This is an optimization exercise on Yosys and OpenROAD, whose aim is small area, a short achievable clock period and few clock cycles, not a production implementation. In this exercise RTL edits were held to simulation tests only and were not proved equivalent to the original.

Setup of umber:
## FemtoRV32
module FemtoRV32(
   input  wire        clk,
   output wire [31:0] mem_addr,   
   output wire [31:0] mem_wdata,  
   output wire [3:0]  mem_wmask,  
   input  wire [31:0] mem_rdata,  
   output wire        mem_rstrb,  
   input  wire        mem_rbusy,  
   input  wire        mem_wbusy,  
   input  wire        reset       
);
   parameter RESET_ADDR       = 32'h00000000;
   parameter ADDR_WIDTH       = 24;
   localparam AW = ADDR_WIDTH;
   reg [AW-1:0] fpc;       
   reg [AW-1:0] dpc;       
   reg          f_pend;    
   reg          f_kill;    
   reg          ev;        
   reg [31:2]   ei;        
   reg [31:0]   e_rs1;
   reg [31:0]   e_rs2;     
   reg          e_useRs2;
   reg [AW-1:0] e_pcimm;   
   reg [AW-1:0] e_link;    
   reg [11:0]   e_lsimm;   
   reg [AW-1:0] e_lsa;     
   reg          e_lsok;    
   reg e_isLoad, e_isStore, e_isBranch, e_isJAL, e_isJALR;
   reg e_isLUI, e_isAUIPC, e_isALUreg, e_isALUimm, e_isSYS;
   reg e_wr;               
   reg e_sub;              
   reg          wv;
   reg [4:0]    w_rd;
   reg [2:0]    w_f3;
   reg [1:0]    w_a;
   reg [31:0]   cycles;
   wire        rf_we;
   wire [4:0]  rf_wa;
   wire [31:0] rf_wd;
   wire [32*32-1:0] rf_q;
   assign rf_q[31:0] = 32'b0;
   genvar gi;
   generate for (gi = 1; gi < 32; gi = gi + 1) begin : RF
      reg [31:0] x;
      always @(posedge clk) begin
         if (rf_we & (rf_wa == gi))
            x <= rf_wd;
      end
      assign rf_q[32*gi +: 32] = x;
   end endgenerate
   function [31:0] rf_read;
      input [4:0] idx;
      input [32*32-1:0] q;
      integer k;
      begin
         rf_read = 32'b0;
         for (k = 1; k < 32; k = k + 1)
            rf_read = rf_read | ({32{idx == k}} & q[32*k +: 32]);
      end
   endfunction
   function [32:0] fast_add;
      input [31:0] a;
      input [31:0] b;
      input        cin;
      reg   [32:0] g, p;
      integer l, i, j;
      begin
         g = {a & b, cin};      
         p = {a ^ b, 1'b0};
         for (l = 0; l < 6; l = l + 1)
            for (i = 0; i < 33; i = i + 1)
               if ((i >> l) & 1) begin
                  j = ((i >> l) << l) - 1;
                  g[i] = g[i] | (p[i] & g[j]);
                  p[i] = p[i] & p[j];
  ...
make LEC_CHECK=0 ABC_CLOCK_PERIOD_IN_PS=3500 CAP_MARGIN=30 CORE_MARGIN=2 CORE_UTILIZATION=35 CTS_BUF_LIST=sky130_fd_sc_hd__clkbuf_8 CTS_CLUSTER_SIZE=20 PLACE_DENSITY=0.5 SETUP_SLACK_MARGIN=4.0 SLEW_MARGIN=30 TNS_END_PERCENT=5 finish   # period 8.5 ns
run.sh (not shown) runs the stock make flow with config.mk's settings and CLKGATE_MAP_FILE= SYNTH_SCRIPT=/design/flow/synth_recipe.tcl, a recipe that flattens the netlist after the stock synthesis.
umber | stages: all done | timing, DRC, antenna: all pass
Testbench counts of umber, summed over its fixed seeds: cycles 31,047.
### umber -> quartz
diff --git a/flow/design.v b/flow/design.v
--- a/flow/design.v
+++ b/flow/design.v
@@ -15,23 +15,22 @@
    reg [AW-1:0] fpc;       
    reg [AW-1:0] dpc;       
    reg          f_pend;    
    reg          f_kill;    
    reg          ev;        
    reg [31:2]   ei;        
    reg [31:0]   e_rs1;
    reg [31:0]   e_rs2;     
    reg          e_useRs2;
    reg [AW-1:0] e_pcimm;   
    reg [AW-1:0] e_link;    
-   reg [11:0]   e_lsimm;   
    reg [AW-1:0] e_lsa;     
    reg          e_lsok;    
    reg e_isLoad, e_isStore, e_isBranch, e_isJAL, e_isJALR;
    reg e_isLUI, e_isAUIPC, e_isALUreg, e_isALUimm, e_isSYS;
    reg e_wr;               
    reg e_sub;              
    reg          wv;
    reg [4:0]    w_rd;
    reg [2:0]    w_f3;
    reg [1:0]    w_a;
    reg [31:0]   cycles;
@@ -208,38 +207,38 @@
    wire d_useRs2 = d_isALUreg | d_isBranch | d_isStore;
    wire [31:0] d_Iimm = {{21{mem_rdata[31]}}, mem_rdata[30:20]};
    wire d_wr  = (d_rd != 5'd0) & ~(d_isLoad | d_isStore | d_isBranch);
    wire byp1 = ev & e_wr & (e_rd == d_rs1);
    wire byp2 = ev & e_wr & (e_rd == d_rs2);
    wire [31:0] rf1 = rf_read(d_rs1, rf_q);
    wire [31:0] rf2 = rf_read(d_rs2, rf_q);
    wire patch1 = w_done & (w_rd != 5'd0) & (w_rd == ei[19:15]);
    wire patch2 = w_done & (w_rd != 5'd0) & (w_rd == ei[24:20]) & e_useRs2;
    wire [31:0] d_rs1v   = byp1 ? eres : rf1;
    wire [31:0] lsa_rs1  = e_recalc ? e_rs1 : rf1;
+   wire [11:0] e_lsimm  = e_isStore ? {ei[31:25], ei[11:7]} : ei[31:20];   
    wire [11:0] lsa_imm  = e_recalc ? e_lsimm : d_lsimm;
    wire d_useLsa = d_isLoad | d_isStore | d_isJALR;
    wire [32:0] lsa_sum  = fast_add({{(32-AW){1'b0}}, lsa_rs1[AW-1:0]},
                                    {{(32-12){lsa_imm[11]}}, lsa_imm}, 1'b0);
    wire [AW-1:0] lsa_next = lsa_sum[AW-1:0];
    always @(posedge clk) begin
       if (d_load) begin
          ei    <= mem_rdata[31:2];
          e_rs1 <= d_rs1v;
          e_lsa <= lsa_next;
          e_lsok <= ~(byp1 & d_useLsa);
          e_rs2 <= (~d_useRs2 ? d_Iimm : byp2 ? eres : rf2) ^ {32{d_sub}};
          e_useRs2 <= d_useRs2;
          e_pcimm <= d_pcimm;
          e_link  <= fpc;
-         e_lsimm <= d_lsimm;
          e_isLoad   <= d_isLoad;
          e_isStore  <= d_isStore;
          e_isBranch <= d_isBranch;
          e_isJAL    <= d_isJAL;
          e_isJALR   <= d_isJALR;
          e_isLUI    <= d_isLUI;
          e_isAUIPC  <= d_isAUIPC;
          e_isALUreg <= d_isALUreg;
          e_isALUimm <= d_isALUimm;
          e_isSYS    <= d_isSYS;
          e_wr  <= d_wr;
[summary]
Of the two candidates, umber has the worse post-route worst setup slack and quartz the better one.
quartz against umber; non-clock buffer count is down by a few percent.
Compared with umber, quartz shows a higher share of layout cells above drive strength 1.
No stage failed in quartz, and the final checks on the layout all came back clean.
In quartz relative to umber, wire length had gone down slightly.
Sink count of the clock tree came out lower on quartz than on umber.
As far as average wire per cell in the routed design is concerned, quartz and umber perform about the same.
Looking at count of clock-buffer cells in the layout across umber and quartz, the one that comes out higher is quartz.
Compared with umber, in quartz synthesized area about even, post-route met1 wirelength now smaller, relative area of clock buffers and inverters in the final design held steady, routed via count divided by cell count rose 0.52%.
Testbench counts of quartz, summed over its fixed seeds: cycles 31,047.

-- separate check: timing with driven ports --
How much do the figures lean on ideal ports? The routed layouts below were timed once more, with nothing changed but the port constraints. Step 1 assumes that a clkbuf_16 drives the clock port and a buf_2 every other input. Step 2 also shifts input and output timing later by t, the mid clock arrival at the registers, as if the neighbouring blocks saw the same clock. a / b / c = ideal / step 1 / step 2; a / b = the first two.
run	t (ns)	setup WS [ns]	worst data-port slew with drivers (ns)
umber	1.072	3.545 / 3.490 / 2.499	0.12
quartz	1.069	3.618 / 3.488 / 2.419	0.33
After both steps every run listed still meets setup and hold. For quartz, which loses most, drivers alone change the setup slack by -0.130 ns; drivers and shift together by -1.199 ns.
